What follows belongs to an exercise in optimizing a design on an open flow for a short achievable clock period and few clock cycles; a production flow would make more cautious choices. Where RTL was checked, it was by simulation tests only, not by an equivalence proof against the original. No activity file was given, so power comes from the tool's default toggle rates.

== build 17 ==
// cpu
module cpu(input         clk, reset,
           input  [15:0] dataout, instruction,
           output        MemRd, MemWr,
           output [15:0] datain, instrAddr, dataAddr);
==> flow/config.mk <==
export PLATFORM = sky130hd
export DESIGN_NAME = cpu
export DESIGN_NICKNAME = cpu
export VERILOG_FILES = /design/flow/design.v
export SDC_FILE = /design/flow/constraint.sdc
export NUM_CORES = 4
export LEC_CHECK = 0
export CAP_MARGIN = 20
export CORE_MARGIN = 2
export CORE_UTILIZATION = 55
export PLACE_DENSITY = 0.7
export SLEW_MARGIN = 20
export SYNTH_HIERARCHICAL = 1
==> flow/constraint.sdc <==
create_clock -name core_clock -period 13.0 [get_ports {clk}]
set_input_delay 2.6000 -clock core_clock [delete_from_list [all_inputs] [get_ports {clk}]]
set_output_delay 2.6000 -clock core_clock [all_outputs]
set_load 0.01 [all_outputs]
standard.sh (not shown) runs the stock make flow with config.mk's settings and CLKGATE_MAP_FILE= SYNTH_SCRIPT=/design/flow/synth_recipe.tcl, a recipe that flattens the netlist after the stock synthesis.
==> flow/flow/run.sh <==
#!/bin/bash
# Own flow: the standard layout, with two changes to how it is made (the clock period
# and constraints are unchanged):
#  - the port buffers that buffer_ports inserts are plain buffers (buf_2), not whatever cell
#    it picks by default (a delay cell on this platform);
#  - repair_timing aims for more setup slack than the default.
set -euo pipefail
bash standard.sh SETUP_SLACK_MARGIN=9.5 'BUFFER_PORTS_ARGS=-buffer_cell sky130_fd_sc_hd__buf_2' finish > flow_standard.log 2>&1
Build 17 completed; timing, DRC and antenna clean
What trial 10 does differently from build 17 at the input level:
--- a/flow/flow/run.sh
+++ b/flow/flow/run.sh
@@ -7,2 +7,2 @@
 set -euo pipefail
-bash standard.sh SETUP_SLACK_MARGIN=9.5 'BUFFER_PORTS_ARGS=-buffer_cell sky130_fd_sc_hd__buf_2' finish > flow_standard.log 2>&1
+bash standard.sh SETUP_SLACK_MARGIN=9.2 'BUFFER_PORTS_ARGS=-buffer_cell sky130_fd_sc_hd__buf_2' finish > flow_standard.log 2>&1
==> comparison <==
Diff trial 10..build 17 | layout multi-input combinational cell count | negligible. Build 17 has higher clock tree cell share of total cell area than trial 10. Compared with build 17, trial 10 shows number of cells on the critical path higher by 2. Trial 10 vs. build 17: global-route usage over all layers down 0.18 points, post-route total power down 6.2%, clock-buffer cell count up 10%.
Function was not checked in any run of this note: the RTL went through the layout flow alone.

* * *

== the reference run ==
Another version of the RTL of cpu (not shown whole).
For scale: ~84 I/O pins, about 23000 sq um of cells after synthesis.
Design cpu, start of the top module:
module cpu(input         clk, reset,
           input  [15:0] dataout, instruction,
           output        MemRd, MemWr,
           output [15:0] datain, instrAddr, dataAddr);
Settings: LEC_CHECK=0, CAP_MARGIN=20, CORE_MARGIN=2, CORE_UTILIZATION=40, PLACE_DENSITY=0.6, SLEW_MARGIN=20, SYNTH_HIERARCHICAL=1; clock period 13.0 ns.
==> flow/flow/run.sh <==
#!/bin/bash
# Own flow: the standard layout, with two changes to how it is made (the clock period
# and constraints are unchanged):
#  - the port buffers that buffer_ports inserts are plain buffers (buf_2), not whatever cell
#    it picks by default (a delay cell on this platform);
#  - repair_timing aims for more setup slack than the default.
set -euo pipefail
bash standard.sh SETUP_SLACK_MARGIN=9.2 'BUFFER_PORTS_ARGS=-buffer_cell sky130_fd_sc_hd__buf_2' finish > flow_standard.log 2>&1
> inputs changed (the reference run -> the trial run)
# the reference run
export LEC_CHECK = 0
export CAP_MARGIN = 20
export CORE_MARGIN = 2
export CORE_UTILIZATION = 40
export PLACE_DENSITY = 0.6
export SLEW_MARGIN = 20
export SYNTH_HIERARCHICAL = 1
create_clock -name core_clock -period 13.0 [get_ports {clk}]
# the trial run
export LEC_CHECK = 0
export CAP_MARGIN = 20
export CORE_MARGIN = 2
export CORE_UTILIZATION = 55
export PLACE_DENSITY = 0.7
export SLEW_MARGIN = 20
export SYNTH_HIERARCHICAL = 1
create_clock -name core_clock -period 13.0 [get_ports {clk}]
--- outcome ---
Number of buffers added by the clock tree synthesis step came out exactly the same in the reference run and the trial run. The reference run and the trial run ended up with roughly the same area occupied by registers. Looking at clock share of power, the trial run sits 0.2 points higher than the reference run does. The trial run — maximum frequency 1.3 MHz higher, the reference run as reference.
No functional check of the RTL was part of any run of this note.

* * *

old:
Another version of the RTL of cpu (not shown whole).
Size in the first run: roughly 2,300 cells after synthesis, about 84 I/O pins.
Settings: LEC_CHECK=0, CAP_MARGIN=20, CORE_MARGIN=2, CORE_UTILIZATION=55, PLACE_DENSITY=0.7, SLEW_MARGIN=20, SYNTH_HIERARCHICAL=1; clock period 13.0 ns.
Scripts as last shown in full above: flow/flow/run.sh
old reached the final stage; the timing, DRC and antenna checks on its layout passed.
Testbench counts of old, summed over its fixed seeds: cycles 9,516.
> inputs changed (old -> new)
--- a/flow/config.mk
+++ b/flow/config.mk
@@ -10,2 +10,2 @@
-export CORE_UTILIZATION = 55
-export PLACE_DENSITY = 0.7
+export CORE_UTILIZATION = 65
+export PLACE_DENSITY = 0.8
Results
Per the comparison of new with old, final hold slack now sits at about the same level; global-route wire length before repair now sits higher; number of multi-input logic gates now sits at about the same level; total wirelength of the detailed-routed design now sits higher.

* * *

== maple ==
Another version of the RTL of cpu (not shown whole).
Size in the first run: about 240 flip-flops, about 84 I/O pins, about 14000 sq um of cells after synthesis.
Settings: LEC_CHECK=0, ABC_CLOCK_PERIOD_IN_PS=2000, CAP_MARGIN=20, CORE_MARGIN=2, CORE_UTILIZATION=40, PLACE_DENSITY=0.6, SLEW_MARGIN=20; clock period 13.0 ns.
run.sh (not shown) runs the stock make flow with config.mk's settings and CLKGATE_MAP_FILE= SYNTH_SCRIPT=/design/flow/synth_recipe.tcl, a recipe that flattens the netlist after the stock synthesis.
Stock flow here: none of the scripts above is used.
Testbench counts of maple, summed over its fixed seeds: cycles 9,878.
Relative to maple, the following input files were edited for juniper:
--- a/flow/config.mk
+++ b/flow/config.mk
@@ -11,2 +11,3 @@
-export CORE_UTILIZATION = 40
-export PLACE_DENSITY = 0.6
+export CORE_UTILIZATION = 60
+export PLACE_DENSITY = 0.75
+export SETUP_SLACK_MARGIN = 5
[summary]
Compared maple against juniper; total power within noise.
juniper vs. maple: met1 track utilization from global routing went up by 14 points.
Summary: with maple as the reference, final cell count in juniper moved down by a little under 10%.
Worst hold slack for juniper: 0.011 ns up relative to maple
juniper and maple ended up with nearly the same clock-cell share of area.
As far as data required time at the worst endpoint is concerned, juniper and maple perform about the same.
diff inputs: juniper => pepper
--- a/flow/config.mk
+++ b/flow/config.mk
@@ -8 +7,0 @@
-export ABC_CLOCK_PERIOD_IN_PS = 2000
@@ -11,3 +10,2 @@
-export CORE_UTILIZATION = 60
-export PLACE_DENSITY = 0.75
-export SETUP_SLACK_MARGIN = 5
+export CORE_UTILIZATION = 40
+export PLACE_DENSITY = 0.6
Findings:
Every stage of the flow completed for pepper, and the final layout passed the timing, DRC and antenna checks.
Delta(sequential fraction of design power, pepper - juniper) > 0
For pepper, the critical path startpoint was xa[0], unlike juniper, where it was xb[1].
pepper ended with less sum of buffers and inverters on the critical path than juniper.
Vias: pepper below juniper
Diff juniper..pepper | count of antenna-violating nets left after detailed routing | unchanged
pepper against juniper: sequential share of layout area lower, non-clock buffer total of the final layout shows an increase of about 3%.
pepper reports its library cell contributing the largest single delay on the critical path as nor2b_1 while juniper reports o21ai_0.
pepper gives less global routing met1 resource utilization than juniper did.

==> separate check: timing with driven ports <==
The flow's constraints put no driver on any port. The routed layouts listed below were extracted and timed again, unchanged, in two steps.
Step 1, drivers: a clkbuf_16 drives clk and a buf_2 each remaining input, both assumed.
Step 2, shift: input delay + t, output delay - t, t = (earliest + latest rising clock arrival at the registers) / 2. This alone moves slack from input paths to output paths.
Slacks: no drivers / after step 1 / after step 2; pairs: no drivers / after step 1.
| run | t (ns) | setup WS [ns] | clock arrival spread, ns |
|---|---|---|---|
| build 17 | 0.635 | 8.832 / 8.710 / 8.075 | 0.018 / 0.018 |
| trial 10 | 0.631 | 8.866 / 8.702 / 8.071 | 0.027 / 0.027 |
| the reference run | 0.631 | 8.938 / 8.924 / 8.292 | 0.037 / 0.037 |
| the trial run | 0.629 | 8.959 / 8.866 / 8.237 | 0.030 / 0.030 |
| old | 0.631 | 8.984 / 8.921 / 8.290 | 0.022 / 0.023 |
| new | 0.627 | 8.906 / 8.878 / 8.250 | 0.017 / 0.017 |
| maple | 0.608 | 7.413 / 7.413 / 7.085 | 0.017 / 0.018 |
| juniper | 0.607 | 7.229 / 7.229 / 7.229 | 0.019 / 0.019 |
| pepper | 0.608 | 7.413 / 7.413 / 7.085 | 0.017 / 0.018 |
After both steps setup and hold are still met in every run listed. For trial 10, which loses most, drivers alone change the setup slack by -0.164 ns; drivers and shift together by -0.795 ns.
